Background: an optimization exercise with open tools, aiming at small area and a short achievable clock period. Do not read the settings as production practice. The RTL was checked by simulation tests, not by an equivalence proof against the original design. Power and IR drop assume default switching activity.

## dsp_mult
module dsp_mult #
(
    parameter WIDTH = 32
)
(
    input  wire                  clk,
    input  wire                  rst,
    input  wire [WIDTH-1:0]      input_a_tdata,
    input  wire                  input_a_tvalid,
    output wire                  input_a_tready,
    input  wire [WIDTH-1:0]      input_b_tdata,
    input  wire                  input_b_tvalid,
    output wire                  input_b_tready,
    input  wire [WIDTH-1:0]      input_c_tdata,
    input  wire                  input_c_tvalid,
    output wire                  input_c_tready,
    output wire [(WIDTH*2)-1:0]  output_tdata,
    output reg                   output_tvalid,
    input  wire                  output_tready
);
clock: 9.5 ns
lec_check: 0
abc_area: 1
cap_margin: 20
core_margin: 2
core_utilization: 55
cts_buf_list: sky130_fd_sc_hd__clkbuf_8
cts_cluster_diameter: 50
cts_cluster_size: 24
slew_margin: 20
synth_hierarchical: 1
standard.sh (not shown) runs the stock make flow with config.mk's settings and CLKGATE_MAP_FILE= SYNTH_SCRIPT=/design/flow/synth_recipe.tcl, a recipe that flattens the netlist after the stock synthesis.
==> flow/flow/run.sh <==
#!/bin/bash
# The standard layout (the standard.sh, unchanged synthesis) with two changes:
#  - the port buffers that global placement inserts are plain buf_1 cells instead
#    of the delay buffers buffer_ports picks by default;
#  - timing repair aims for a setup margin of 5.5 ns (the period less 5.5 ns).
set -euo pipefail
export BUFFER_PORTS_ARGS="-buffer_cell sky130_fd_sc_hd__buf_1"
export SETUP_SLACK_MARGIN=5.5
bash standard.sh > standard.log 2>&1
The baseline passed the timing, DRC and antenna checks.
Next try:
==> flow/flow/run.sh (replaced) <==
#!/bin/bash
# The standard layout (the standard.sh, unchanged synthesis) with two changes:
#  - the port buffers that global placement inserts are plain buf_1 cells instead
#    of the delay buffers buffer_ports picks by default;
#  - timing repair aims for a setup margin of 5.4 ns (the period less 5.4 ns).
set -euo pipefail
export BUFFER_PORTS_ARGS="-buffer_cell sky130_fd_sc_hd__buf_1"
export SETUP_SLACK_MARGIN=5.4
bash standard.sh > standard.log 2>&1
CORE_UTILIZATION = 40   (was 55)
Result: The new run went through all stages and came out clean. Final area grows by 2.3%. Final cell count went up by 8.7%. Setup slack improves by 0.0037 ns. Clock skew is about the same. Sequential cell count is unchanged.


== onyx ==
dsp_mult again, from the RTL that the note above started with.
Settings: LEC_CHECK=0, ABC_AREA=1, CAP_MARGIN=20, CORE_MARGIN=2, CORE_UTILIZATION=55, CTS_BUF_LIST=sky130_fd_sc_hd__clkbuf_8, SLEW_MARGIN=20, SYNTH_HIERARCHICAL=1; clock period 9.5 ns.
==> flow/flow/run.sh <==
#!/bin/bash
# The standard layout (the standard.sh, unchanged synthesis) with two changes:
#  - the port buffers that global placement inserts are plain buf_1 cells instead
#    of the delay buffers buffer_ports picks by default;
#  - timing repair aims for a setup margin of 5.5 ns (the period less 5.5 ns).
set -euo pipefail
export BUFFER_PORTS_ARGS="-buffer_cell sky130_fd_sc_hd__buf_1"
export SETUP_SLACK_MARGIN=5.5
bash standard.sh > standard.log 2>&1
In summary, onyx completed successfully, with a layout that passed the timing, DRC and antenna checks.
Here is what was changed in the inputs of zinc compared with onyx.
Settings: CORE_UTILIZATION changed from 55 to 40; CTS_CLUSTER_SIZE newly set to 24; CTS_CLUSTER_DIAMETER newly set to 50.
Notes after the runs:
Across both runs, internal power contribution was lower for zinc than for onyx.
Vertical die dimension: zinc vs onyx up 40 um
Utilization onyx -> zinc: down
Having completed the whole flow, zinc delivered a layout that passed the timing, DRC and antenna checks.
--- input diff zinc..garnet ---
Settings: CORE_UTILIZATION changed from 40 to 65; TNS_END_PERCENT newly set to 10.
## What came out
- garnet vs. zinc: routed wire length on met2 went down by 8.8%; count of vias placed by the detailed router went up by 289.
- Looking at part of the power in the clock network, garnet sits below zinc.
- Between zinc and garnet, the flow reports ratio of total power to cell area increasing slightly.
- Comparing number of non-clock buffers for garnet and zinc, the smaller number came from garnet.
- Per the comparison of garnet with zinc, stage delay of the slowest cell on the critical path went up by 0.02 ns; initial antenna violation count saw a decrease; multi-input gate area in the final layout shows no meaningful change; final-report max-slew violation count closely matched the old numbers.
- Against zinc, garnet comes in 0.12 ns lower on setup slack on the worst flop-to-flop path.
- garnet: flow completed, timing, DRC and antenna clean
Inputs modified between garnet and nickel:
Settings: TNS_END_PERCENT no longer set, was 10.
Findings:
The flow did not stop early for nickel: all stages ran, and the layout cleared the timing, DRC and antenna checks. garnet finished end to end and its layout was clean on timing, DRC and antenna. Aggregate global-route resource usage of nickel is on par with garnet. On logic gate share of total power, garnet and nickel are basically level. Re number of sinks handled by clock tree synthesis: no difference whatsoever between garnet and nickel. The run with more routed wire is nickel, not garnet. Final critical-path share of the clock period delta (garnet -> nickel): insignificant. Any difference in net count reported at finish between garnet and nickel is small enough to ignore. Area: nickel vs garnet -> nickel larger.
The following lists how harbor was set up differently from nickel:
Settings: CTS_CLUSTER_DIAMETER no longer set, was 50; CTS_BUF_LIST now sky130_fd_sc_hd__clkbuf_4, was sky130_fd_sc_hd__clkbuf_8; CTS_CLUSTER_SIZE no longer set, was 24; CORE_UTILIZATION now 40, was 65.
==> summary.txt <==
In harbor the maximum operating frequency turned out about 0.3% higher than in nickel. In the reports for nickel and harbor, the larger total power belongs to harbor. harbor gives more number of standard-cell rows in the floorplan than nickel did. Higher layout cell share with drive strength beyond 1 was reported by harbor, not nickel. Slack of the worst reg-to-reg path on harbor is up relative to nickel. Delta (harbor minus nickel): routed wire length rose by 5.7 mm; non-clock buffer count higher. Relative to nickel, the final cell area reported for harbor is higher. Taking nickel as the reference, in harbor worst stage delay on the critical path saw little to no change; post-route worst hold slack now sits higher.

## port drivers added, routing unchanged
The results above use ideal ports. As a check the final layouts listed here were re-extracted and re-timed, cells and wires unchanged.
Step 1 (the two cells are an assumption about what drives the block):
set clk [get_ports {clk}]
set_driving_cell -lib_cell sky130_fd_sc_hd__clkbuf_16 $clk
set_driving_cell -lib_cell sky130_fd_sc_hd__buf_2 [delete_from_list [all_inputs] $clk]
Step 2 times the ports against the registers' clock, not the clock port: input delays grow and output delays shrink by t, the midpoint of the rising clock arrivals with the driver on.
a / b / c = ideal / step 1 / step 2; a / b = the first two.
run | t, ns | setup slack, ns | worst hold slack (ns) | clock arrival spread, ns | worst register clock-pin slew, ns
the first run of note 1 | 0.689 | 5.386 / 5.341 / 5.341 | 0.321 / 0.321 / 0.321 | 0.068 / 0.068 | 0.11 / 0.11
the second run of note 1 | 0.749 | 5.390 / 5.347 / 5.347 | 0.324 / 0.324 / 0.324 | 0.069 / 0.068 | 0.10 / 0.10
onyx | 0.744 | 5.388 / 5.349 / 5.349 | 0.320 / 0.320 / 0.320 | 0.038 / 0.039 | 0.08 / 0.08
zinc | 0.746 | 5.390 / 5.347 / 5.347 | 0.324 / 0.324 / 0.324 | 0.072 / 0.072 | 0.10 / 0.10
garnet | 0.707 | 5.391 / 5.342 / 5.342 | 0.311 / 0.311 / 0.311 | 0.046 / 0.046 | 0.11 / 0.11
nickel | 0.708 | 5.378 / 5.337 / 5.337 | 0.310 / 0.310 / 0.310 | 0.042 / 0.043 | 0.11 / 0.11
harbor | 0.958 | 5.390 / 5.347 / 5.347 | 0.321 / 0.321 / 0.321 | 0.072 / 0.072 | 0.09 / 0.09
After both steps every run listed still meets setup and hold. The setup slack of garnet, which loses most, moves by -0.049 ns with the drivers and by -0.049 ns with both steps.
